What follows belongs to an exercise in optimizing a design on an open flow for small area; a production flow would make more cautious choices. Function was checked by simulation only, so behaviour that the tests miss may differ from the original.

`design/flow/flow/run.sh`:
```
#!/bin/bash
set -o pipefail
here=$(pwd)
cp standard.sh standard_sh.copy.log
rm -rf "$here/scripts_mod"
cp -r "$FLOW_HOME/scripts" "$here/scripts_mod"
cp "$here/flow/abc_area.script" "$here/scripts_mod/abc_area.script"
export SCRIPTS_DIR="$here/scripts_mod"
export BUFFER_PORTS_ARGS="-buffer_cell sky130_fd_sc_hd__buf_1"
export CTS_ARGS="-sink_clustering_enable -repair_clock_nets -dont_use_dummy_load -buf_list sky130_fd_sc_hd__clkbuf_16 -sink_clustering_size 24 -sink_clustering_max_diameter 60"
bash standard.sh > standard.log 2>&1
status=$?
cp -r orfs/logs tool_logs 2>/dev/null
exit $status
```
`design/flow/design.v`:
```
module LZdetect2(
	IN,
	VALID,
	POSITION
);
	input [1:0] IN;
	output VALID, POSITION;
	assign VALID = IN[1] | IN[0];
	assign POSITION = ~IN[1];
endmodule
module LZdetect4(
	IN,
	VALID,
	POSITION
);
	input [3:0] IN;
	output VALID;
	output [1:0] POSITION;
	wire V_Upper, V_Lower, P_Upper, P_Lower;
	LZdetect2 u32 (IN[3:2], V_Upper, P_Upper);
	LZdetect2 u10 (IN[1:0], V_Lower, P_Lower);
	assign VALID = V_Upper | V_Lower;
	assign POSITION[1] = ~V_Upper;
	assign POSITION[0] = V_Upper? P_Upper : P_Lower;
endmodule
module LZdetect8(
	IN,
	VALID,
	POSITION
);
	input [7:0] IN;
	output VALID;
	output [2:0] POSITION;
	wire V_Upper, V_Lower;
	wire [1:0] P_Upper, P_Lower;
	LZdetect4 u32 (IN[7:4], V_Upper, P_Upper);
	LZdetect4 u10 (IN[3:0], V_Lower, P_Lower);
	assign VALID = V_Upper | V_Lower;
	assign POSITION[2] = ~V_Upper;
	assign POSITION[1:0] = V_Upper? P_Upper : P_Lower;
endmodule
module FP_NORM(
	input [15:0] in_i,
	output [15:0] out_o                
);
	wire [4:0] E = in_i[14:10];
	wire [9:0] M = in_i[9:0];
	reg [3:0] lz;
	integer k;
	always @* begin
		lz = 4'd0;
		for (k = 0; k < 10; k = k + 1)
			if (M[k]) lz = 4'd9 - k[3:0];
	end
	wire [9:0] Msh = M << lz;           
	wire nz = |E;
	wire [5:0] q = nz ? {1'b1, E} : ((|M) ? (6'd32 - {2'b00, lz}) : 6'd0);
	wire [9:0] m = nz ? M : {Msh[8:0], 1'b0};
	assign out_o = {q, ~m};
endmodule
module FP_MUL(
	input [16:0] opA_i, opB_i,
	input [9:0] mA_i, mB_i,             
	output [15:0] MUL_o
);
	wire sA = opA_i[16], sB = opB_i[16];
	wire [5:0] qA = opA_i[15:10], qB = opB_i[15:10];
	wire sat  = (&qA) | (&qB);
	wire zero = ~(qA[5] | qA[4]) | ~(qB[5] | qB[4]);
	wire denA = ~qA[5] | ~(|qA[4:0]);
	wire denB = ~qB[5] | ~(|qB[4:0]);
	wire sign = sA ^ sB;
	wire [12:0] Ph;
	MUL11 um(.a(mA_i), .b(mB_i), .na(opA_i[9:0]), .nb(opB_i[9:0]), .p(Ph));
	wire lzn = ~Ph[12];
	genvar i;
	wire [6:0] qs;
	wire [6:0] cq;
	HA_CELL hq(.a(qA[0]), .b(qB[0]), .s(qs[0]), .co(cq[1]));
	generate for (i = 1; i < 6; i = i + 1) begin : g_q
		FA_CELL fq(.a(qA[i]), .b(qB[i]), .c(cq[i]), .s(qs[i]), .co(cq[i+1]));
	end endgenerate
	assign qs[6] = cq[6];
	wire [7:0] K = {6'b101100, ~lzn, lzn};
	wire [7:0] qx = {1'b0, qs};
	wire [7:0] Ep;
	wire [8:0] ck;
	assign ck[0] = 1'b0;
	generate for (i = 0; i < 8; i = i + 1) begin : g_k
		assign Ep[i] = qx[i] ^ K[i] ^ ck[i];
		assign ck[i+1] = (qx[i] & K[i]) | (ck[i] & (qx[i] ^ K[i]));
	end endgenerate
	wire lz0 = ~denA & ~denB & Ph[12];
	wire Epos = ~Ep[7] & (|Ep[6:0]);
	wire Ege31 = ~Ep[7] & ((|Ep[6:5]) | (&Ep[4:0]));
	wire den = ~lz0 & ~Epos;
	wire [4:0] expo = lz0 ? (Ege31 ? 5'd31 : Ep[4:0]) : (Epos ? Ep[4:0] : 5'd0);
	wire [6:0] nq = ~qs;
	wire [6:0] k80 = 7'd81;
	wire [6:0] am;
	wire [7:0] ca;
	assign ca[0] = 1'b0;
	generate for (i = 0; i < 7; i = i + 1) begin : g_am
		assign am[i] = nq[i] ^ k80[i] ^ ca[i];
		assign ca[i+1] = (nq[i] & k80[i]) | (ca[i] & (nq[i] ^ k80[i]));
	end endgenerate
	wire [3:0] amt = den ? am[3:0] : {3'b000, Ph[12]};
	wire big = den & (|am[6:4]);
	wire [12:0] r1 = amt[0] ? {1'b0, Ph[12:1]} : Ph;
	wire [12:0] r2 = amt[1] ? {2'b0, r1[12:2]} : r1;
	wire [12:0] r3 = amt[2] ? {4'b0, r2[12:4]} : r2;
	wire [11:0] r4 = amt[3] ? {4'b0, r3[12:8]} : r3[11:0];
	wire [11:0] D = big ? 12'd0 : r4;
	wire [10:0] X11 = D[11:1];
	wire rb = D[0];
	wire [11:0] T;
	wire [11:0] cr;
	assign cr[0] = rb;
	generate for (i = 0; i < 11; i = i + 1) begin : g_r
		HA_CELL hr(.a(X11[i]), .b(cr[i]), .s(T[i]), .co(cr[i+1]));
	end endgenerate
	assign T[11] = cr[11];
	wire ovf = rb & ~(|(X11 & T[10:0]));
	wire [9:0] Mo = ovf ? T[10:1] : T[9:0];
	assign MUL_o = sat ? 16'h7C00 : (zero ? {sign, 15'b0} : {sign, expo, Mo});
endmodule
module MUL11(input [9:0] a, b, na, nb, output [12:0] p);
	wire t1, t2;
	HA_CELL h_t1(.a(~(na[0] | nb[9])), .b(~(na[1] | nb[8])), .s(t1), .co(t2));
	wire t3, t4;
	FA_CELL f_t3(.a(~(na[1] | nb[9])), .b(~(na[2] | nb[8])), .c(~(na[3] | nb[7])), .s(t3), .co(t4));
	wire t5, t6;
	HA_CELL h_t5(.a(~(na[4] | nb[6])), .b(~(na[5] | nb[5])), .s(t5), .co(t6));
	wire t7, t8;
	FA_CELL f_t7(.a(~(na[2] | nb[9])), .b(~(na[3] | nb[8])), .c(~(na[4] | nb[7])), .s(t7), .co(t8));
	wire t9, t10;
	HA_CELL h_t9(.a(~(na[5] | nb[6])), .b(~(na[6] | nb[5])), .s(t9), .co(t10));
	wire t11, t12;
	FA_CELL f_t11(.a(~(na[3] | nb[9])), .b(~(na[4] | nb[8])), .c(~(na[5] | nb[7])), .s(t11), .co(t12));
	wire t13, t14;
	HA_CELL h_t13(.a(~(na[0] | nb[6])), .b(~(na[1] | nb[5])), .s(t13), .co(t14));
	wire t15, t16;
	FA_CELL f_t15(.a(~(na[0] | nb[7])), .b(~(na[1] | nb[6])), .c(~(na[2] | nb[5])), .s(t15), .co(t16));
	wire t17, t18;
	HA_CELL h_t17(.a(~(na[3] | nb[4])), .b(~(na[4] | nb[3])), .s(t17), .co(t18));
	wire t19, t20;
	FA_CELL f_t19(.a(~(na[0] | nb[8])), .b(~(na[1] | nb[7])), .c(~(na[2] | nb[6])), .s(t19), .co(t20));
	wire t21, t22;
	FA_CELL f_t21(.a(~(na[3] | nb[5])), .b(~(na[4] | nb[4])), .c(~(na[5] | nb[3])), .s(t21), .co(t22));
	wire t23, t24;
	HA_CELL h_t23(.a(~(na[6] | nb[2])), .b(~(na[7] | nb[1])), .s(t23), .co(t24));
	wire t25, t26;
	FA_CELL f_t25(.a(t1), .b(~(na[2] | nb[7])), .c(~(na[3] | nb[6])), .s(t25), .co(t26));
	wire t27, t28;
	FA_CELL f_t27(.a(~(na[4] | nb[5])), .b(~(na[5] | nb[4])), .c(~(na[6] | nb[3])), .s(t27), .co(t28));
	wire t29, t30;
	FA_CELL f_t29(.a(~(na[7] | nb[2])), .b(~(na[8] | nb[1])), .c(~(na[9] | nb[0])), .s(t29), .co(t30));
	wire t31, t32;
	FA_CELL f_t31(.a(t2), .b(t3), .c(t5), .s(t31), .co(t32));
	wire t33, t34;
	FA_CELL f_t33(.a(~(na[6] | nb[4])), .b(~(na[7] | nb[3])), .c(~(na[8] | nb[2])), .s(t33), .co(t34));
	wire t35, t36;
	FA_CELL f_t35(.a(~(na[9] | nb[1])), .b(a[0]), .c(b[0]), .s(t35), .co(t36));
	wire t37, t38;
	FA_CELL f_t37(.a(t4), .b(t6), .c(t7), .s(t37), .co(t38));
	wire t39, t40;
	FA_CELL f_t39(.a(t9), .b(~(na[7] | nb[4])), .c(~(na[8] | nb[3])), .s(t39), .co(t40));
	wire t41, t42;
	FA_CELL f_t41(.a(~(na[9] | nb[2])), .b(a[1]), .c(b[1]), .s(t41), .co(t42));
	wire t43, t44;
	FA_CELL f_t43(.a(t8), .b(t10), .c(t11), .s(t43), .co(t44));
	wire t45, t46;
	FA_CELL f_t45(.a(~(na[6] | nb[6])), .b(~(na[7] | nb[5])), .c(~(na[8] | nb[4])), .s(t45), .co(t46));
	wire t47, t48;
	FA_CELL f_t47(.a(~(na[9] | nb[3])), .b(a[2]), .c(b[2]), .s(t47), .co(t48));
	wire t49, t50;
	FA_CELL f_t49(.a(t12), .b(~(na[4] | nb[9])), .c(~(na[5] | nb[8])), .s(t49), .co(t50));
	wire t51, t52;
	FA_CELL f_t51(.a(~(na[6] | nb[7])), .b(~(na[7] | nb[6])), .c(~(na[8] | nb[5])), .s(t51), .co(t52));
	wire t53, t54;
	FA_CELL f_t53(.a(~(na[9] | nb[4])), .b(a[3]), .c(b[3]), .s(t53), .co(t54));
	wire t55, t56;
	FA_CELL f_t55(.a(~(na[5] | nb[9])), .b(~(na[6] | nb[8])), .c(~(na[7] | nb[7])), .s(t55), .co(t56));
	wire t57, t58;
	FA_CELL f_t57(.a(~(na[8] | nb[6])), .b(~(na[9] | nb[5])), .c(a[4]), .s(t57), .co(t58));
	wire t59, t60;
	FA_CELL f_t59(.a(~(na[6] | nb[9])), .b(~(na[7] | nb[8])), .c(~(na[8] | nb[7])), .s(t59), .co(t60));
	wire t61, t62;
	HA_CELL h_t61(.a(~(na[0] | nb[4])), .b(~(na[1] | nb[3])), .s(t61), .co(t62));
	wire t63, t64;
	FA_CELL f_t63(.a(~(na[0] | nb[5])), .b(~(na[1] | nb[4])), .c(~(na[2] | nb[3])), .s(t63), .co(t64));
	wire t65, t66;
	HA_CELL h_t65(.a(~(na[3] | nb[2])), .b(~(na[4] | nb[1])), .s(t65), .co(t66));
	wire t67, t68;
	FA_CELL f_t67(.a(t13), .b(~(na[2] | nb[4])), .c(~(na[3] | nb[3])), .s(t67), .co(t68));
	wire t69, t70;
	FA_CELL f_t69(.a(~(na[4] | nb[2])), .b(~(na[5] | nb[1])), .c(~(na[6] | nb[0])), .s(t69), .co(t70));
	wire t71, t72;
	FA_CELL f_t71(.a(t14), .b(t15), .c(t17), .s(t71), .co(t72));
	wire t73, t74;
	FA_CELL f_t73(.a(~(na[5] | nb[2])), .b(~(na[6] | nb[1])), .c(~(na[7] | nb[0])), .s(t73), .co(t74));
	wire t75, t76;
	FA_CELL f_t75(.a(t16), .b(t18), .c(t19), .s(t75), .co(t76));
	wire t77, t78;
	FA_CELL f_t77(.a(t21), .b(t23), .c(~(na[8] | nb[0])), .s(t77), .co(t78));
	wire t79, t80;
	FA_CELL f_t79(.a(t20), .b(t22), .c(t24), .s(t79), .co(t80));
	wire t81, t82;
	FA_CELL f_t81(.a(t25), .b(t27), .c(t29), .s(t81), .co(t82));
	wire t83, t84;
	FA_CELL f_t83(.a(t26), .b(t28), .c(t30), .s(t83), .co(t84));
	wire t85, t86;
	FA_CELL f_t85(.a(t31), .b(t33), .c(t35), .s(t85), .co(t86));
	wire t87, t88;
	FA_CELL f_t87(.a(t32), .b(t34), .c(t36), .s(t87), .co(t88));
	wire t89, t90;
	FA_CELL f_t89(.a(t37), .b(t39), .c(t41), .s(t89), .co(t90));
	wire t91, t92;
	FA_CELL f_t91(.a(t38), .b(t40), .c(t42), .s(t91), .co(t92));
	wire t93, t94;
	FA_CELL f_t93(.a(t43), .b(t45), .c(t47), .s(t93), .co(t94));
	wire t95, t96;
	FA_CELL f_t95(.a(t44), .b(t46), .c(t48), .s(t95), .co(t96));
	wire t97, t98;
	FA_CELL f_t97(.a(t49), .b(t51), .c(t53), .s(t97), .co(t98));
	wire t99, t100;
	FA_CELL f_t99(.a(t50), .b(t52), .c(t54), .s(t99), .co(t100));
	wire t101, t102;
	FA_CELL f_t101(.a(t55), .b(t57), .c(b[4]), .s(t101), .co(t102));
	wire t103, t104;
	FA_CELL f_t103(.a(t56), .b(t58), .c(t59), .s(t103), .co(t104));
	wire t105, t106;
	FA_CELL f_t105(.a(~(na[9] | nb[6])), .b(a[5]), .c(b[5]), .s(t105), .co(t106));
	wire t107, t108;
	FA_CELL f_t107(.a(t60), .b(~(na[7] | nb[9])), .c(~(na[8] | nb[8])), .s(t107), .co(t108));
	wire t109, t110;
	FA_CELL f_t109(.a(~(na[9] | nb[7])), .b(a[6]), .c(b[6]), .s(t109), .co(t110));
	wire t111, t112;
	FA_CELL f_t111(.a(~(na[8] | nb[9])), .b(~(na[9] | nb[8])), .c(a[7]), .s(t111), .co(t112));
	wire t113, t114;
	HA_CELL h_t113(.a(~(na[0] | nb[3])), .b(~(na[1] | nb[2])), .s(t113), .co(t114));
	wire t115, t116;
	FA_CELL f_t115(.a(t61), .b(~(na[2] | nb[2])), .c(~(na[3] | nb[1])), .s(t115), .co(t116));
	wire t117, t118;
	FA_CELL f_t117(.a(t62), .b(t63), .c(t65), .s(t117), .co(t118));
	wire t119, t120;
	FA_CELL f_t119(.a(t64), .b(t66), .c(t67), .s(t119), .co(t120));
	wire t121, t122;
	FA_CELL f_t121(.a(t68), .b(t70), .c(t71), .s(t121), .co(t122));
	wire t123, t124;
	FA_CELL f_t123(.a(t72), .b(t74), .c(t75), .s(t123), .co(t124));
	wire t125, t126;
	FA_CELL f_t125(.a(t76), .b(t78), .c(t79), .s(t125), .co(t126));
	wire t127, t128;
	FA_CELL f_t127(.a(t80), .b(t82), .c(t83), .s(t127), .co(t128));
	wire t129, t130;
	FA_CELL f_t129(.a(t84), .b(t86), .c(t87), .s(t129), .co(t130));
	wire t131, t132;
	FA_CELL f_t131(.a(t88), .b(t90), .c(t91), .s(t131), .co(t132));
	wire t133, t134;
	FA_CELL f_t133(.a(t92), .b(t94), .c(t95), .s(t133), .co(t134));
	wire t135, t136;
	FA_CELL f_t135(.a(t96), .b(t98), .c(t99), .s(t135), .co(t136));
	wire t137, t138;
	FA_CELL f_t137(.a(t100), .b(t102), .c(t103), .s(t137), .co(t138));
	wire t139, t140;
	FA_CELL f_t139(.a(t104), .b(t106), .c(t107), .s(t139), .co(t140));
	wire t141, t142;
	FA_CELL f_t141(.a(t108), .b(t110), .c(t111), .s(t141), .co(t142));
	wire t143, t144;
	FA_CELL f_t143(.a(t112), .b(~(na[9] | nb[9])), .c(a[8]), .s(t143), .co(t144));
	wire t145, t146;
	HA_CELL h_t145(.a(~(na[0] | nb[2])), .b(~(na[1] | nb[1])), .s(t145), .co(t146));
	wire t147, t148;
	FA_CELL f_t147(.a(t113), .b(~(na[2] | nb[1])), .c(~(na[3] | nb[0])), .s(t147), .co(t148));
	wire t149, t150;
	FA_CELL f_t149(.a(t114), .b(t115), .c(~(na[4] | nb[0])), .s(t149), .co(t150));
	wire t151, t152;
	FA_CELL f_t151(.a(t116), .b(t117), .c(~(na[5] | nb[0])), .s(t151), .co(t152));
	wire t153, t154;
	FA_CELL f_t153(.a(t118), .b(t119), .c(t69), .s(t153), .co(t154));
	wire t155, t156;
	FA_CELL f_t155(.a(t120), .b(t121), .c(t73), .s(t155), .co(t156));
	wire t157, t158;
	FA_CELL f_t157(.a(t122), .b(t123), .c(t77), .s(t157), .co(t158));
	wire t159, t160;
	FA_CELL f_t159(.a(t124), .b(t125), .c(t81), .s(t159), .co(t160));
	wire t161, t162;
	FA_CELL f_t161(.a(t126), .b(t127), .c(t85), .s(t161), .co(t162));
	wire t163, t164;
	FA_CELL f_t163(.a(t128), .b(t129), .c(t89), .s(t163), .co(t164));
	wire t165, t166;
	FA_CELL f_t165(.a(t130), .b(t131), .c(t93), .s(t165), .co(t166));
	wire t167, t168;
	FA_CELL f_t167(.a(t132), .b(t133), .c(t97), .s(t167), .co(t168));
	wire t169, t170;
	FA_CELL f_t169(.a(t134), .b(t135), .c(t101), .s(t169), .co(t170));
	wire t171, t172;
	FA_CELL f_t171(.a(t136), .b(t137), .c(t105), .s(t171), .co(t172));
	wire t173, t174;
	FA_CELL f_t173(.a(t138), .b(t139), .c(t109), .s(t173), .co(t174));
	wire t175, t176;
	FA_CELL f_t175(.a(t140), .b(t141), .c(b[7]), .s(t175), .co(t176));
	wire t177, t178;
	FA_CELL f_t177(.a(t142), .b(t143), .c(b[8]), .s(t177), .co(t178));
	wire t179, t180;
	FA_CELL f_t179(.a(t144), .b(a[9]), .c(b[9]), .s(t179), .co(t180));
	wire t181 = ~(na[0] | nb[1]) & ~(na[1] | nb[0]);
	wire t182 = (t145 & ~(na[2] | nb[0])) | (t181 & (t145 | ~(na[2] | nb[0])));
	wire t183 = (t146 & t147) | (t182 & (t146 | t147));
	wire t184 = (t148 & t149) | (t183 & (t148 | t149));
	wire t185 = (t150 & t151) | (t184 & (t150 | t151));
	wire t186 = (t152 & t153) | (t185 & (t152 | t153));
	wire t187 = (t154 & t155) | (t186 & (t154 | t155));
	wire t188 = (t156 & t157) | (t187 & (t156 | t157));
	wire t190;
	FA_CELL f_t189(.a(t158), .b(t159), .c(t188), .s(p[0]), .co(t190));
	wire t192;
	FA_CELL f_t191(.a(t160), .b(t161), .c(t190), .s(p[1]), .co(t192));
	wire t194;
	FA_CELL f_t193(.a(t162), .b(t163), .c(t192), .s(p[2]), .co(t194));
	wire t196;
	FA_CELL f_t195(.a(t164), .b(t165), .c(t194), .s(p[3]), .co(t196));
	wire t198;
	FA_CELL f_t197(.a(t166), .b(t167), .c(t196), .s(p[4]), .co(t198));
	wire t200;
	FA_CELL f_t199(.a(t168), .b(t169), .c(t198), .s(p[5]), .co(t200));
	wire t202;
	FA_CELL f_t201(.a(t170), .b(t171), .c(t200), .s(p[6]), .co(t202));
	wire t204;
	FA_CELL f_t203(.a(t172), .b(t173), .c(t202), .s(p[7]), .co(t204));
	wire t206;
	FA_CELL f_t205(.a(t174), .b(t175), .c(t204), .s(p[8]), .co(t206));
	wire t208;
	FA_CELL f_t207(.a(t176), .b(t177), .c(t206), .s(p[9]), .co(t208));
	wire t210;
	FA_CELL f_t209(.a(t178), .b(t179), .c(t208), .s(p[10]), .co(t210));
	assign p[11] = ~(t180 ^ t210);
	assign p[12] = t180 | t210;
endmodule
module FP_ADD(
	input [15:0] opA_i, opB_i,
	output [15:0] ADD_o
);
	wire SA = opA_i[15], SB = opB_i[15];
	wire [4:0] EA = opA_i[14:10], EB = opB_i[14:10];
	wire sat = (&EA) | (&EB);
	wire [15:0] cg;
	assign cg[0] = 1'b1;
	genvar i;
	generate for (i = 0; i < 15; i = i + 1) begin : g_cmp
		assign cg[i+1] = (opA_i[i] & ~opB_i[i]) | (cg[i] & (opA_i[i] | ~opB_i[i]));
	end endgenerate
	wire a_ge = cg[15];
	wire [14:0] big = a_ge ? opA_i[14:0] : opB_i[14:0];
	wire [14:0] sml = a_ge ? opB_i[14:0] : opA_i[14:0];
	wire Sbig = a_ge ? SA : SB;
	wire [4:0] Ebig = big[14:10];
	wire [4:0] Esml = sml[14:10];
	wire sub = SA ^ SB;
	wire [5:0] cd;
	wire [4:0] d;
	assign cd[0] = 1'b1;
	generate for (i = 0; i < 5; i = i + 1) begin : g_d
		FA_CELL fd(.a(Ebig[i]), .b(~Esml[i]), .c(cd[i]), .s(d[i]), .co(cd[i+1]));
	end endgenerate
	wire [10:0] ssig = {|Esml, sml[9:0]};
	wire [12:0] a0 = {ssig, 2'b00};
	wire [12:0] a1 = d[0] ? {1'b0, a0[12:1]} : a0;
	wire [12:0] a2 = d[1] ? {2'b0, a1[12:2]} : a1;
	wire [12:0] a3 = d[2] ? {4'b0, a2[12:4]} : a2;
	wire [12:0] a4 = d[3] ? {8'b0, a3[12:8]} : a3;
	wire [13:0] smlw = d[4] ? 14'd0 : {1'b0, a4};
	reg sticky;
	integer j;
	always @* begin
		sticky = 1'b0;
		for (j = 0; j < 11; j = j + 1)
			if ((d >= j + 3) && (d <= j + 10)) sticky = sticky | ssig[j];
	end
	wire [13:0] bigw = {1'b0, |Ebig, big[9:0], 2'b00};
	wire [13:0] y = smlw ^ {14{sub}};
	wire [13:0] cm;
	wire [13:0] MR;
	assign cm[0] = sub & ~sticky;
	assign MR[0] = y[0] ^ cm[0];
	assign cm[1] = y[0] & cm[0];
	assign MR[1] = y[1] ^ cm[1];
	assign cm[2] = y[1] & cm[1];
	generate for (i = 2; i < 13; i = i + 1) begin : g_add
		FA_CELL fm(.a(bigw[i]), .b(y[i]), .c(cm[i]), .s(MR[i]), .co(cm[i+1]));
	end endgenerate
	assign MR[13] = y[13] ^ cm[13];
	wire mrzero = ~(|MR);
	wire z8 = ~(|MR[13:6]);
	wire [13:0] n1 = z8 ? {MR[5:0], 8'b0} : MR;
	wire z4 = ~(|n1[13:10]);
	wire [13:0] n2 = z4 ? {n1[9:0], 4'b0} : n1;
	wire z2 = ~(|n2[13:12]);
	wire [13:0] n3 = z2 ? {n2[11:0], 2'b0} : n2;
	wire z1 = ~n3[13];
	wire [13:0] n4 = z1 ? {n3[12:0], 1'b0} : n3;
	wire [3:0] lz = {z8, z4, z2, z1};
	wire [11:0] N = n4[13:2];           
	wire [6:0] eb1 = {2'b00, Ebig};
	wire [6:0] nlz = ~{3'b000, lz};
	wire [7:0] ce;
	wire [6:0] Es;
	assign ce[0] = 1'b0;
	wire [6:0] two = 7'd2;
	wire [6:0] t1;
	wire [7:0] ct;
	assign ct[0] = 1'b0;
	generate for (i = 0; i < 7; i = i + 1) begin : g_es
		assign t1[i] = eb1[i] ^ nlz[i] ^ ct[i];
		assign ct[i+1] = (eb1[i] & nlz[i]) | (ct[i] & (eb1[i] ^ nlz[i]));
	end endgenerate
	generate for (i = 0; i < 7; i = i + 1) begin : g_es2
		assign Es[i] = t1[i] ^ two[i] ^ ce[i];
		assign ce[i+1] = (t1[i] & two[i]) | (ce[i] & (t1[i] ^ two[i]));
	end endgenerate
	wire Epos = ~Es[6] & (|Es[5:0]);
	wire lzz = ~(|lz);
	wire norm = lzz | Epos;
	wire [10:0] ci;
	wire [9:0] Mn;
	assign ci[0] = N[0];
	generate for (i = 0; i < 9; i = i + 1) begin : g_rnd
		HA_CELL hr(.a(N[i+1]), .b(ci[i]), .s(Mn[i]), .co(ci[i+1]));
	end endgenerate
	assign Mn[9] = N[10] ^ ci[9];
	wire Es0 = ~(|Es);
	wire Esm1 = &Es;
	wire all11 = &N[10:1];
	wire [9:0] Md = Es0 ? {8'b0, all11, ~all11} : {9'b0, Esm1 & (&N[10:2])};
	wire [4:0] ebp1;
	wire [5:0] cp;
	assign cp[0] = 1'b1;
	generate for (i = 0; i < 5; i = i + 1) begin : g_ep
		assign ebp1[i] = Ebig[i] ^ cp[i];
		assign cp[i+1] = Ebig[i] & cp[i];
	end endgenerate
	wire [4:0] expo = lzz ? ebp1 : (Epos ? Es[4:0] : 5'd0);
	wire [9:0] Mo = mrzero ? 10'd0 : (norm ? Mn : Md);
	wire [4:0] Eo = mrzero ? 5'd0 : expo;
	wire So = Sbig & ~(sub & mrzero);
	assign ADD_o = sat ? 16'h7C00 : {So, Eo, Mo};
endmodule
module FP_ADD0(
	input [15:0] opA_i,
	output [15:0] ADD_o
);
	wire [4:0] EA = opA_i[14:10];
	wire [9:0] MA = opA_i[9:0];
	assign ADD_o = (&EA) ? 16'h7C00 :
	               (|EA) ? opA_i : {opA_i[15] & (|MA), 14'b0, &MA};
endmodule
module FA_CELL(input a, b, c, output s, co);
	assign s = a ^ b ^ c;
	assign co = (a & b) | (c & (a ^ b));
endmodule
module HA_CELL(input a, b, output s, co);
	assign s = a ^ b;
	assign co = a & b;
endmodule
module macrow4(
	input clk, 
	input reset_n, 
	input enX, 
	input [3:0] enW, 
	input [15:0] X_i, W_i,
	output valid_o, 
	output [15:0] Y_o
);
	wire [15:0] xq, wq;
	FP_NORM nx(.in_i(X_i), .out_o(xq));
	FP_NORM nw(.in_i(W_i), .out_o(wq));
	wire [16:0] xn = {X_i[15], xq};
	wire [16:0] wn = {W_i[15], wq};
	reg [16:0] Xin;
	reg [16:0] W0, W1, W2, W3;
	reg [15:0] M0, M1, M2, M3;
	reg [15:0] S0, S1, S2, S3;
	reg [2:0] count;
	reg v1, v2;
	always @(posedge clk)
		if (enX) Xin <= xn;
	always @(posedge clk or negedge reset_n) begin
		if (~reset_n) begin
			W0 <= 17'd0;
			W1 <= 17'd0;
			W2 <= 17'd0;
			W3 <= 17'd0;
		end else begin
			case (enW)
				4'b0001: W0 <= wn;
				4'b0010: W1 <= wn;
				4'b0100: W2 <= wn;
				4'b1000: W3 <= wn;
				default: ;
			endcase
		end
	end
	wire [9:0] xm = ~Xin[9:0];
	wire [9:0] w0m = ~W0[9:0], w1m = ~W1[9:0], w2m = ~W2[9:0], w3m = ~W3[9:0];
	wire [15:0] m0, m1, m2, m3, s0, s1, s2, s3;
	FP_MUL u1(.opA_i(Xin), .opB_i(W0), .mA_i(xm), .mB_i(w0m), .MUL_o(m0));
	FP_MUL u2(.opA_i(Xin), .opB_i(W1), .mA_i(xm), .mB_i(w1m), .MUL_o(m1));
	FP_MUL u3(.opA_i(Xin), .opB_i(W2), .mA_i(xm), .mB_i(w2m), .MUL_o(m2));
	FP_MUL u4(.opA_i(Xin), .opB_i(W3), .mA_i(xm), .mB_i(w3m), .MUL_o(m3));
	wire [4:0] e0 = M0[14:10];
	assign s0 = (&e0) ? 16'h7C00 : (|e0) ? M0 : {M0[15] & (|M0[9:0]), 14'b0, &M0[9:0]};
	FP_ADD  a2(.opA_i(M1), .opB_i(S0), .ADD_o(s1));
	FP_ADD  a3(.opA_i(M2), .opB_i(S1), .ADD_o(s2));
	FP_ADD  a4(.opA_i(M3), .opB_i(S2), .ADD_o(s3));
	always @(posedge clk) begin
		M0 <= m0;
		M1 <= m1;
		M2 <= m2;
		M3 <= m3;
		S0 <= s0;
		S1 <= s1;
		S2 <= s2;
		S3 <= s3;
	end
	always @(posedge clk or negedge reset_n) begin
		if (~reset_n) begin
			count <= 3'd0;
			v1 <= 1'b0;
			v2 <= 1'b0;
		end else begin
			if (enX && !count[2]) count <= count + 3'd1;
			v1 <= count[2];
			v2 <= v1;
		end
	end
	assign valid_o = v2;
	assign Y_o = S3;
endmodule
```
`design/flow/config.mk`:
```
export PLATFORM = sky130hd
export DESIGN_NAME = macrow4
export DESIGN_NICKNAME = macrow4
export VERILOG_FILES = /design/flow/design.v
export SDC_FILE = /design/flow/constraint.sdc
export NUM_CORES = 4
export LEC_CHECK = 0
export ABC_AREA = 1
export CAP_MARGIN = 20
export CORE_MARGIN = 2
export CORE_UTILIZATION = 40
export SLEW_MARGIN = 20
export SYNTH_HIERARCHICAL = 1
```
`design/flow/constraint.sdc`:
```
create_clock -name core_clock -period 24.0 [get_ports {clk}]
set_input_delay 4.8000 -clock core_clock [delete_from_list [all_inputs] [get_ports {clk}]]
set_output_delay 4.8000 -clock core_clock [all_outputs]
set_load 0.01 [all_outputs]
```
`design/flow/standard.sh`:
```
#!/bin/bash
# synth_recipe.tcl (not shown) runs the flow's synth.tcl, then flattens the netlist and writes it again
# the make line also repeats each setting of config.mk as NAME=value (left out here)
make -C /OpenROAD-flow-scripts/flow DESIGN_CONFIG=/design/flow/config.mk WORK_HOME=/design/flow/orfs CLKGATE_MAP_FILE= SYNTH_SCRIPT=/design/flow/synth_recipe.tcl "${@:-finish}"
```
`design/flow/flow/abc_area.script`:
```
strash
dc2
dch -f
amap
topo
```
==> impl_summary.txt, run 1 <==
----------------------------------------------------
[Critical path]
  Endpoint of the most critical register-to-register path ... S1[1]
  Worst R2R Start ... M1[2]
  Kind of capture point of the worst setup path ... register
  Cell repeated most along the worst path ... fa_1
  Crit path DAT ... 19.04 ns
  Beginning of the critical path ... M1[2]
  Max incr delay on CP ... 0.61 ns
  Capturing element of the worst setup path ... S1[1]
  Crit-path max FO ... 37
  Slowest CP cell ... fa_1
  Endpoint required time on the critical path ... 24.36 ns
  Element type at the critical path start ... register
  Cell count of the worst reg-to-reg path ... 71
  Setup slack on the worst flop-to-flop path ... 5.32 ns
  Worst setup path category ... reg -> reg

[Yosys]
  Average footprint of a synthesized cell ... 8.659 um2
  Number of enable flip-flop cells after synthesis ... 17
  Synth Flop Type ... dfxtp_1
  Share of the yosys chip area belonging to registers ... 0.1686
  Number of synthesized register bits ... 218
  Number of warnings printed during yosys synthesis ... 9
  Post-Synthesis Cell Area ... 29060 um2
  Fraction of registers with async set or reset after synthesis ... 0.3349
  Synthesized Nets ... 4042
  Mapped Cells ... 3356
  Distinct cell type count of the synthesized netlist ... 48

[Global route]
  Wire length of the first global-routing pass ... 133900 um
  Global route hottest layer ... met2
  Total track usage ... 0.2186
  Met3 GRT Util ... 0.02333
  Antenna violations before repair ... 1
  Total grt overflow ... 0
  Global routing usage on met1 ... 0.2863
  Global-route met2 utilization ... 0.3865
  Vias in the first global route ... 25670
  Maximum number of pins on one net before global-route repair ... 74

[CTS]
  Number of buffers on the longest clock path ... 3
  TritonCTS clock tree ... yes
  Number of buffers added for setup after CTS ... 0
  Number of buffers added by the clock tree synthesis step ... 24
  Hold-fix buffers, CTS ... 0
  Resized cells post-CTS ... 0
  Clock transition time at the flip-flop clock pins of the worst setup and hold paths ... 0.08 ns
  Clock sink total ... 218
  Insertion delay to the later sink of the worst-skew pair ... 0.58 ns
  Root cell of the clock tree ... clkbuf_16
  # H-tree levels ... 1

[STA]
  Worst max-slew margin expressed relative to the limit ... 0.3302
  Max frequency ... 53.54 MHz
  Final hold violation count ... 0
  Setup repair after global routing missed its margin ... false
  Total negative setup slack ... 0 ns
  Min Hold Slack ... 0.3474 ns
  Final number of max-transition violations ... 0
  Portion of the clock cycle consumed by the worst path in the final layout ... 0.7782
  Final setup skew ... 0.09814 ns
  Slew at the pin closest to its max-slew limit ... 1.005 ns
  Final Critical Period ... 18.68 ns
  Final setup viols ... 0

[Drt]
  Number of search-and-repair iterations in the first detailed-routing pass ... 5
  Wire length per cell after detailed routing ... 18.39 um
  Routed vias/inst ... 5.774
  Initial drt markers ... 1647
  Total wire length ... 81170 um
  # DRC ... 0
  Residual antenna-violating net count after detailed routing ... 0
  Via count of the routed design ... 25480

[Die]
  IO Count ... 56
  Standard-cell row count ... 98
  Die Footprint ... 74820 um2
  Area of the core ... 71730 um2
  Die Span Y ... 273.5 um
  Initial core utilization ... 0.4051
  Die width ... 273.5 um

[Place]
  Dpl hpwl ... 64790 um
  Last weighted congestion value of the routability-driven placer ... 0.9089
  Port bufs ... 55

[Status]
  Status ... no timing/DRC/antenna violations

[Final layout]
  Total of fill cells in the finished design ... 7152
  Proportion of layout cells with a drive suffix above 1 ... 0.01704
  Number of nets in the layout ... 4151
  Most common cell after layout, fill and taps aside ... nor2_1
  Antenna cells ... 0
  Most frequent cells in the layout ... nor2_1, fa_1, clkinv_1, o22ai_1, nand2_1
  Area growth, synth to finish ... 7.811%

[Job]
  Max-cap violations ... 0

[Min path]
  Number of cells traversed by the worst hold path ... 0
  Worst min-delay path class ... reg -> reg

----------------------------------------------------
## metrics by stage
step                      area, um2  setup WS [ns]  instances  utilization
final                         31330          5.323       4413       0.4368
after global routing          31330          3.875       4413       0.4368
after CTS                     31270          5.147       4410       0.4360
after detailed placement      30670          5.189       4386       0.4276
after global placement        30670          5.521       4386       0.4276
after floorplan               29060          6.603       3356            -
## how the worst min path moves through the flow
stage          from  to  slack (ns)
3_5_place_dp     v1  v2        0.34
2_1_floorplan    v1  v2        0.33
5_1_grt          v1  v2        0.37
4_1_cts          v1  v2        0.35
6_report         v1  v2        0.35
3_3_place_gp     v1  v2        0.33
## cell usage after synthesis, drive strengths merged, types with 20 or more instances
cell      n  area share
nor2    666       0.086
fa      445        0.31
clkinv  428       0.055
o22ai   274       0.059
nand2   262       0.034
ha      202       0.087
o21ai   160       0.028
dfxtp   128       0.088
a21oi    91       0.016
o22a     76       0.023
dfrtp    73       0.063
o221a    52       0.020
nor3     50      0.0086
nand3    41      0.0071
o221ai   30      0.0090
nor2b    29      0.0062
a22oi    28      0.0072
nand4    28      0.0060
o31ai    26      0.0067
a31oi    23      0.0050
nor4     20      0.0043
## modules after synthesis (local to each module, per instance)
module / copies in the design / area, um2
macrow4: 1 / 5922
FP_ADD: 3 / 2084
FP_MUL: 4 / 975.9
FP_NORM: 2 / 495.5
MUL11: 4 / 475.5
FA_CELL: 432 / 20.02
HA_CELL: 115 / 12.51
## registers in the layout, summed over array words and instances, names as in the netlist
name	flops
M2	16
M0	16
W2	17
W3	17
v1	1
S0	16
M1	16
S3	16
M3	16
W1	17
Xin	17
S1	16
v2	1
count	3
W0	17
S2	16
## per-layer routing
metal  part of all wire  routed length (um)  vias up
li1                   -                   -    12180
met1               0.44               35830    12390
met2               0.48               39360      793
met3              0.051                4124      113
met4              0.023                1857        0
met5                  0                   0        -
## cell type report
type / instances / area, um2 / area share
well taps: 950 / 1189 / 0.03794
inverters: 428 / 1607 / 0.05128
flip-flops and latches: 218 / 4900 / 0.1564
clock buffers: 24 / 600.6 / 0.01917
repair buffers: 88 / 493.0 / 0.01574
multi-input cells: 2705 / 22540 / 0.7195
## worst max-delay path: cells and delay by family, from the launching register on
kind / cells / cell delay [ns]
fa+ha+maj: 24 / 9.03
compound gates: 20 / 3.74
simple gates: 17 / 3.11
buf+inv: 10 / 2.23
flops: 1 / 0.34
## logic make-up after synthesis
logic type / after synthesis / synth area share
compound gates: 902 / 0.2157
xor+xnor: 4 / 0.001205
fa+ha+maj: 647 / 0.3935
buf+inv: 433 / 0.05593
flops: 218 / 0.1686
other cells: 3 / 0.0003875
simple gates: 1149 / 0.1647
==> run 2: changes to the inputs <==
--- a/design/flow/design.v
+++ b/design/flow/design.v
@@ -366,3 +366,4 @@
 	end endgenerate
-	wire [10:0] ssig = {|Esml, sml[9:0]};
+	wire hA = |EA, hB = |EB;
+	wire [10:0] ssig = {hA & hB, sml[9:0]};
 	wire [12:0] a0 = {ssig, 2'b00};
@@ -380,3 +381,3 @@
 	end
-	wire [13:0] bigw = {1'b0, |Ebig, big[9:0], 2'b00};
+	wire [13:0] bigw = {1'b0, hA | hB, big[9:0], 2'b00};
 	wire [13:0] y = smlw ^ {14{sub}};
@@ -387,4 +388,3 @@
 	assign cm[1] = y[0] & cm[0];
-	assign MR[1] = y[1] ^ cm[1];
-	assign cm[2] = y[1] & cm[1];
+	HA_CELL hm1(.a(y[1]), .b(cm[1]), .s(MR[1]), .co(cm[2]));
 	generate for (i = 2; i < 13; i = i + 1) begin : g_add
--- a/design/flow/flow/run.sh
+++ b/design/flow/flow/run.sh
@@ -9,3 +9,3 @@
 export BUFFER_PORTS_ARGS="-buffer_cell sky130_fd_sc_hd__buf_1"
-export CTS_ARGS="-sink_clustering_enable -repair_clock_nets -dont_use_dummy_load -buf_list sky130_fd_sc_hd__clkbuf_16 -sink_clustering_size 24 -sink_clustering_max_diameter 60"
+export CTS_ARGS="-sink_clustering_enable -repair_clock_nets -dont_use_dummy_load -buf_list sky130_fd_sc_hd__clkbuf_16 -sink_clustering_size 26 -sink_clustering_max_diameter 100"
 bash standard.sh > standard.log 2>&1
==> run 2 against run 1 <==
Critical endpoint is now S2[0]. Sequential share of layout area up 0.16 points. Utilization shrank 0.36 points. Synthesized area fell by 0.12%. Still clean on timing, DRC and antenna. First-iteration DRC count rose by 15%. Critical path type unchanged.
==> impl_summary.txt, run 2 <==
----------------------------------------------------
[Yosys]
  Simple-Gate Fraction of Synth Area ... 0.1690
  Synth Flop Type ... dfxtp_1
  Post-synthesis share of cell area spent on full adders, half adders and majority gates ... 0.3927
  Compound-cell area share of the yosys netlist ... 0.2131
  Average footprint of a synthesized cell ... 8.610 um2
  Number of enable flip-flop cells after synthesis ... 17
  Cell type with the highest aggregate area in the netlist ... fa_1
  Commonest cells post-synth ... nor2_1, fa_1, clkinv_1
  Synthesized Nets ... 4054
  Top area cells in the synthesized netlist ... fa_1, dfxtp_1, nor2_1
  Share of the yosys chip area belonging to registers ... 0.1688
  Post-synthesis share of cell area spent on xor and xnor gates ... 0.001207
  Largest family of logic cells by synthesized area ... adder cells
  Distinct cell type count of the synthesized netlist ... 49
  Portion of netlist area occupied by mux cells ... 0
  Mapped Cells ... 3371
  Fraction of registers with async set or reset after synthesis ... 0.3349
  Number of synthesized register bits ... 218
  Post-Synthesis Cell Area ... 29030 um2
  Number of warnings printed during yosys synthesis ... 9
  Leading cell type by number of instances after synthesis ... nor2_1
  Fraction of post-synthesis cell area in the top cell type by area ... 0.3069

[Critical path]
  Worst R2R Start ... M2[2]
  Slowest CP cell ... fa_1
  Endpoint of the most critical register-to-register path ... S2[0]
  Crit path DAT ... 18.30 ns
  Worst setup path category ... reg -> reg
  Crit-path max FO ... 35
  Kind of capture point of the worst setup path ... register
  Element type at the critical path start ... register
  Cell count of the worst reg-to-reg path ... 71
  Setup slack on the worst flop-to-flop path ... 6.05 ns
  Cell repeated most along the worst path ... fa_1
  Endpoint required time on the critical path ... 24.35 ns
  Max incr delay on CP ... 0.83 ns

[Min path]
  Worst min-delay path class ... reg -> reg
  Min-Delay Startpoint ... M0[11]
  Number of cells traversed by the worst hold path ... 0
  Worst Hold End ... S0[11]

[Global route]
  Maximum number of pins on one net before global-route repair ... 74
  Total grt overflow ... 0
  Total track usage ... 0.2248
  Vias in the first global route ... 25730
  Antenna violations before repair ... 0
  Wire length of the first global-routing pass ... 136800 um

[Final layout]
  Number of nets in the layout ... 4154
  Antenna cells ... 0
  Area growth, synth to finish ... 6.854%
  Total of fill cells in the finished design ... 7166
  Proportion of layout cells with a drive suffix above 1 ... 0.01528
  Most common cell after layout, fill and taps aside ... nor2_1
  Non-Filler Instances ... 4419
  Most frequent cells in the layout ... nor2_1, fa_1, clkinv_1, o22ai_1, nand2_1
  Final non-filler cell area ... 31010 um2

[STA]
  Final setup viols ... 0
  Portion of the clock cycle consumed by the worst path in the final layout ... 0.7480
  Max frequency ... 55.70 MHz
  Setup repair after global routing missed its margin ... false
  Min Hold Slack ... 0.3491 ns
  Final setup skew ... 0.05915 ns
  Final Critical Period ... 17.95 ns
  Final number of max-transition violations ... 0
  Final hold violation count ... 0
  Slew at the pin closest to its max-slew limit ... 0.9843 ns
  Worst max-slew margin expressed relative to the limit ... 0.3438
  Total negative setup slack ... 0 ns

[CTS]
  Root cell of the clock tree ... clkbuf_16
  Clock transition time at the flip-flop clock pins of the worst setup and hold paths ... 0.11 ns
  TritonCTS clock tree ... yes
  Number of buffers on the longest clock path ... 3
  Number of buffers added by the clock tree synthesis step ... 13
  Hold-fix buffers, CTS ... 0
  # H-tree levels ... 1
  Insertion delay to the later sink of the worst-skew pair ... 0.53 ns
  Clock sink total ... 218
  Number of buffers added for setup after CTS ... 0
  Resized cells post-CTS ... 0

[Drt]
  Routed vias/inst ... 5.812
  Routed wire length on met2 ... 40440 um
  Initial drt markers ... 1886
  Residual antenna-violating net count after detailed routing ... 0
  Number of search-and-repair iterations in the first detailed-routing pass ... 6
  Top Layer Used ... met4
  Routed length on met1 ... 36770 um
  # DRC ... 0
  Sum of met3 wire segment lengths after detailed routing ... 4018 um
  Via count of the routed design ... 25680
  Total wire length ... 83440 um
  Wire length per cell after detailed routing ... 18.88 um

[Place]
  Placed cell count ... 4406
  Port bufs ... 55
  Placed Instance Area ... 30690 um2
  Dpl hpwl ... 65890 um
  Last weighted congestion value of the routability-driven placer ... 0.9089

[Die]
  Area of the core ... 71610 um2
  Initial core utilization ... 0.4053
  IO Count ... 56
  Die Span Y ... 273.4 um
  Die width ... 273.4 um
  Standard-cell row count ... 98
  Die Footprint ... 74730 um2

[Job]
  Max-cap violations ... 0

[Status]
  Status ... no timing/DRC/antenna violations

----------------------------------------------------
## run 2: critical path: cells and delay by family (launching register included)
kind                     cells  cell delay, ns
AO/OA/AOI/OAI               25            4.53
flip-flops                   1            0.41
AND/OR/NAND/NOR             12            1.88
adder cells (fa/ha/maj)     24            8.91
buffers and inverters       10            2.06
## run 2: stage by stage
step,utilization,setup slack [ns]
floorplan,-,6.202
global placement,0.4285,6.314
detailed placement,0.4285,6.304
CTS,0.4331,6.292
global route,0.4331,4.692
finish,0.4331,6.048
## run 2: Yosys stat by module, one instance, submodules excluded
module,area [um2],flip-flops and latches
FA_CELL,20.02,0
macrow4,5922,218
FP_ADD,2061,0
MUL11,475.5,0
FP_MUL,975.9,0
HA_CELL,12.51,0
FP_NORM,495.5,0
## run 2: how the worst max path moves through the flow
stage,cells past startpoint,slack [ns],startpoint,end
after global routing,73,4.69,M1[1],S1[4]
after detailed placement,71,6.30,M2[2],S2[0]
after global placement,71,6.31,M2[1],S2[0]
after floorplan,71,6.20,M1[2],S1[2]
after CTS,72,6.29,S1[2],S2[0]
final,71,6.05,M2[2],S2[0]
## run 2: layout make-up
class | count | area [um2] | share of cell area
sequential | 218 | 4900 | 0.1580
timing repair buffer | 90 | 476.7 | 0.01537
clock buffer | 13 | 325.3 | 0.01049
inverter | 419 | 1573 | 0.05071
tap | 950 | 1189 | 0.03833
multi-input combinational | 2729 | 22550 | 0.7271
## run 2: cells by family (layout without fill, tap and decap cells)
logic type      count (synthesis)  in the layout
other cells                     3              3
flops                         218            218
xor+xnor                        4              4
buf+inv                       424            522
compound gates                905            905
simple gates                 1173           1173
fa+ha+maj                     644            644
## run 2: per-layer routing
| metal | track usage | vias up |
|---|---|---|
| met4 | 0.05479 | 0 |
| li1 | - | 12180 |
| met1 | 0.2999 | 12600 |
| met3 | 0.02193 | 113 |
| met5 | 0 | - |
| met2 | 0.3921 | 795 |
==> run 3: changes to the inputs <==
--- a/design/flow/design.v
+++ b/design/flow/design.v
@@ -63,2 +63,3 @@
 	input [9:0] mA_i, mB_i,             
+	input [2:0] fA_i,                   
 	output [15:0] MUL_o
@@ -67,5 +68,5 @@
 	wire [5:0] qA = opA_i[15:10], qB = opB_i[15:10];
-	wire sat  = (&qA) | (&qB);
-	wire zero = ~(qA[5] | qA[4]) | ~(qB[5] | qB[4]);
-	wire denA = ~qA[5] | ~(|qA[4:0]);
+	wire sat  = fA_i[2] | (&qB);
+	wire zero = fA_i[1] | ~(qB[5] | qB[4]);
+	wire denA = fA_i[0];
 	wire denB = ~qB[5] | ~(|qB[4:0]);
@@ -106,4 +107,4 @@
 	end endgenerate
-	wire [3:0] amt = den ? am[3:0] : {3'b000, Ph[12]};
-	wire big = den & (|am[6:4]);
+	wire big = |am[6:4];
+	wire [3:0] amt = den ? (am[3:0] | {4{big}}) : {3'b000, Ph[12]};
 	wire [12:0] r1 = amt[0] ? {1'b0, Ph[12:1]} : Ph;
@@ -112,3 +113,3 @@
 	wire [11:0] r4 = amt[3] ? {4'b0, r3[12:8]} : r3[11:0];
-	wire [11:0] D = big ? 12'd0 : r4;
+	wire [11:0] D = r4;
 	wire [10:0] X11 = D[11:1];
@@ -118,6 +119,7 @@
 	assign cr[0] = rb;
-	generate for (i = 0; i < 11; i = i + 1) begin : g_r
+	generate for (i = 0; i < 10; i = i + 1) begin : g_r
 		HA_CELL hr(.a(X11[i]), .b(cr[i]), .s(T[i]), .co(cr[i+1]));
 	end endgenerate
-	assign T[11] = cr[11];
+	assign T[10] = X11[10] ^ cr[10];
+	assign T[11] = 1'b0;               
 	wire ovf = rb & ~(|(X11 & T[10:0]));
@@ -505,7 +507,9 @@
 	wire [9:0] w0m = ~W0[9:0], w1m = ~W1[9:0], w2m = ~W2[9:0], w3m = ~W3[9:0];
+	wire [5:0] xqq = Xin[15:10];
+	wire [2:0] xf = {&xqq, ~(xqq[5] | xqq[4]), ~xqq[5] | ~(|xqq[4:0])};
 	wire [15:0] m0, m1, m2, m3, s0, s1, s2, s3;
-	FP_MUL u1(.opA_i(Xin), .opB_i(W0), .mA_i(xm), .mB_i(w0m), .MUL_o(m0));
-	FP_MUL u2(.opA_i(Xin), .opB_i(W1), .mA_i(xm), .mB_i(w1m), .MUL_o(m1));
-	FP_MUL u3(.opA_i(Xin), .opB_i(W2), .mA_i(xm), .mB_i(w2m), .MUL_o(m2));
-	FP_MUL u4(.opA_i(Xin), .opB_i(W3), .mA_i(xm), .mB_i(w3m), .MUL_o(m3));
+	FP_MUL u1(.opA_i(Xin), .opB_i(W0), .mA_i(xm), .mB_i(w0m), .fA_i(xf), .MUL_o(m0));
+	FP_MUL u2(.opA_i(Xin), .opB_i(W1), .mA_i(xm), .mB_i(w1m), .fA_i(xf), .MUL_o(m1));
+	FP_MUL u3(.opA_i(Xin), .opB_i(W2), .mA_i(xm), .mB_i(w2m), .fA_i(xf), .MUL_o(m2));
+	FP_MUL u4(.opA_i(Xin), .opB_i(W3), .mA_i(xm), .mB_i(w3m), .fA_i(xf), .MUL_o(m3));
 	wire [4:0] e0 = M0[14:10];
==> run 3 against run 2 <==
Hold slack improved by 0.016 ns. Die area is 0.40% lower. Clock skew down 0.0095 ns. Setup slack gained 0.015 ns. Sequential cell count is the same. Fmax about the same. First-iteration DRC count rose by 17%. Critical path type unchanged. Critical endpoint is now S2[4].
==> impl_summary.txt, run 3 <==
----------------------------------------------------
[Die]
  Die width ... 272.8 um
  Standard-cell row count ... 98
  Die Span Y ... 272.8 um
  Initial core utilization ... 0.4044
  Die Footprint ... 74430 um2
  IO Count ... 56
  Area of the core ... 71490 um2

[Final layout]
  Number of nets in the layout ... 4144
  Most common cell after layout, fill and taps aside ... nor2_1
  Non-Filler Instances ... 4409
  Proportion of layout cells with a drive suffix above 1 ... 0.02024
  Final non-filler cell area ... 31150 um2
  Total of fill cells in the finished design ... 7171
  Most frequent cells in the layout ... nor2_1, fa_1, clkinv_1, o22ai_1, nand2_1
  Area growth, synth to finish ... 7.765%
  Antenna cells ... 0
  Final core area utilization ... 0.4358

[Yosys]
  Cell type with the highest aggregate area in the netlist ... fa_1
  Synth Flop Type ... dfxtp_1
  Fraction of post-synthesis cell area in the top cell type by area ... 0.3082
  Synthesized Nets ... 4030
  Number of warnings printed during yosys synthesis ... 9
  Share of the yosys chip area belonging to registers ... 0.1695
  Leading cell type by number of instances after synthesis ... nor2_1
  Fraction of registers with async set or reset after synthesis ... 0.3349
  Number of synthesized register bits ... 218
  Post-Synthesis Cell Area ... 28910 um2
  Distinct cell type count of the synthesized netlist ... 52
  Commonest cells post-synth ... nor2_1, fa_1, clkinv_1
  Average footprint of a synthesized cell ... 8.637 um2
  Top area cells in the synthesized netlist ... fa_1, dfxtp_1, nor2_1
  Number of enable flip-flop cells after synthesis ... 17
  Mapped Cells ... 3347

[Global route]
  Maximum number of pins on one net before global-route repair ... 74
  Vias in the first global route ... 24790
  Met3 GRT Util ... 0.01740
  Global-route met2 utilization ... 0.3614
  Total track usage ... 0.2221
  Global route hottest layer ... met2
  Antenna violations before repair ... 0
  Wire length of the first global-routing pass ... 135100 um
  Global routing usage on met1 ... 0.3254
  Total grt overflow ... 0

[Min path]
  Min-Delay Startpoint ... M0[14]
  Worst min-delay path class ... reg -> reg

[STA]
  Total negative setup slack ... 0 ns
  Min Hold Slack ... 0.3649 ns
  Final number of max-transition violations ... 0
  Final setup viols ... 0
  Portion of the clock cycle consumed by the worst path in the final layout ... 0.7474
  Worst max-slew margin expressed relative to the limit ... 0.3069
  Final Critical Period ... 17.94 ns
  Final hold violation count ... 0
  Post-route worst setup slack ... 6.063 ns
  Final setup skew ... 0.04961 ns
  Max frequency ... 55.75 MHz
  Setup repair after global routing missed its margin ... false
  Slew at the pin closest to its max-slew limit ... 1.038 ns

[Status]
  Status ... no timing/DRC/antenna violations

[Critical path]
  Element type at the critical path start ... register
  Endpoint of the most critical register-to-register path ... S2[4]
  Endpoint required time on the critical path ... 24.45 ns
  Worst setup path category ... reg -> reg
  Capturing element of the worst setup path ... S2[4]
  Cell count of the worst reg-to-reg path ... 71
  Kind of capture point of the worst setup path ... register
  Cell repeated most along the worst path ... fa_1
  Setup slack on the worst flop-to-flop path ... 6.06 ns
  Beginning of the critical path ... M2[2]
  Max incr delay on CP ... 0.83 ns
  Crit-path max FO ... 24
  Worst R2R Start ... M2[2]
  Crit path DAT ... 18.38 ns
  Slowest CP cell ... fa_1

[CTS]
  Resized cells post-CTS ... 0
  # H-tree levels ... 1
  Clock transition time at the flip-flop clock pins of the worst setup and hold paths ... 0.08 ns
  Number of buffers added by the clock tree synthesis step ... 19
  Number of buffers on the longest clock path ... 3
  TritonCTS clock tree ... yes
  Root cell of the clock tree ... clkbuf_16
  Hold-fix buffers, CTS ... 0
  Clock sink total ... 218
  Number of buffers added for setup after CTS ... 0
  Insertion delay to the later sink of the worst-skew pair ... 0.54 ns

[Drt]
  Residual antenna-violating net count after detailed routing ... 0
  Number of search-and-repair iterations in the first detailed-routing pass ... 7
  Routed vias/inst ... 5.794
  Total wire length ... 82700 um
  Initial drt markers ... 2201
  Via count of the routed design ... 25540
  # DRC ... 0
  Wire length per cell after detailed routing ... 18.76 um

[Job]
  Max-cap violations ... 0

[Place]
  Last weighted congestion value of the routability-driven placer ... 0.9510
  Worst slack after detailed placement ... 6.286 ns
  Placed cell count ... 4389
  Dpl hpwl ... 64810 um
  Placed Instance Area ... 30640 um2
  Port bufs ... 55

----------------------------------------------------
run 3: changes by cell type in the layout (fill, tap and decap cells not counted), moves of 8 or more:
cell | previous run | this run
nand4_1 | 25 | 14
o22a_1 | 67 | 51
a21oi_1 | 100 | 120
o22ai_1 | 259 | 271
nand3_1 | 53 | 43
nor2_1 | 678 | 670
o32a_1 | 14 | 6
a22oi_1 | 31 | 19
a31oi_1 | 32 | 19
o21ai_0 | 178 | 189
a22o_1 | 0 | 12
nand2_1 | 241 | 229
run 3: worst min path at each step:
stage	to	slack [ns]	cells past startpoint
finish	S0[14]	0.36	0
global route	S0[11]	0.37	0
CTS	S0[11]	0.36	0
detailed placement	S0[11]	0.35	0
global placement	S0[11]	0.35	0
floorplan	v2	0.33	0
run 3: final cells by class:
| type | instances | area, um2 | share of cell area |
|---|---|---|---|
| sequential | 218 | 4900 | 0.1573 |
| multi-input combinational | 2703 | 22470 | 0.7212 |
| tap | 950 | 1189 | 0.03816 |
| inverter | 421 | 1580 | 0.05073 |
| timing repair buffer | 98 | 540.5 | 0.01735 |
| clock buffer | 19 | 475.5 | 0.01526 |
run 3: layer usage:
| layer | wire length, um | vias up |
|---|---|---|
| met1 | 38890 | 12490 |
| li1 | - | 12140 |
| met2 | 37850 | 807 |
| met4 | 1667 | 0 |
| met5 | 0 | - |
| met3 | 4293 | 113 |
run 3: kinds of logic (layout without fill, tap and decap cells):
kind of cell    count (synthesis)  count (layout)  share of synthesized area
other cells                     3               3                  0.0003895
buf+inv                       426             538                    0.05532
flops                         218             218                     0.1695
simple gates                 1122            1122                     0.1616
fa+ha+maj                     644             644                     0.3943
compound gates                934             934                     0.2188
run 3: modules after synthesis, one instance, submodules excluded:
module | cells | cell area [um2] | flops+latches
MUL11 | 115 | 475.5 | 0
FA_CELL | 1 | 20.02 | 0
FP_ADD | 381 | 2061 | 0
FP_NORM | 93 | 495.5 | 0
HA_CELL | 1 | 12.51 | 0
macrow4 | 444 | 5953 | 218
FP_MUL | 142 | 950.9 | 0
run 3: worst max-delay path, delay by kind of cell, from the launching register on:
family                   cells  cell delay, ns
adder cells (fa/ha/maj)     24            8.87
AO/OA/AOI/OAI               23            3.77
AND/OR/NAND/NOR             15            2.84
buffers and inverters        9            1.90
flip-flops                   1            0.40

-- re-timing with driven ports --
Ports are ideal in the flow. The routed layouts listed here were re-timed in OpenROAD. Step 1 (the two cells are an assumption about what drives the block):
set clk [get_ports {clk}]
set_driving_cell -lib_cell sky130_fd_sc_hd__clkbuf_16 $clk
set_driving_cell -lib_cell sky130_fd_sc_hd__buf_2 [delete_from_list [all_inputs] $clk]
Step 2 moves the port delays by t, midway between the first and last clock arrival at a register: inputs arrive t later, outputs are due t later. That takes back most of the time a late clock gives input paths. Slacks: no drivers / after step 1 / after step 2; pairs: no drivers / after step 1.
run	shift t [ns]	setup slack, ns	latest minus earliest clock arrival (ns)	slew at the worst register clock pin (ns)	worst data-port slew with drivers (ns)
run 1	0.590	5.323 / 5.323 / 5.323	0.112 / 0.112	0.08 / 0.08	0.04
run 2	0.557	6.048 / 6.048 / 6.048	0.063 / 0.063	0.11 / 0.11	0.03
run 3	0.573	6.063 / 6.063 / 6.063	0.050 / 0.050	0.09 / 0.09	0.05
After both steps setup and hold are still met in every run listed.
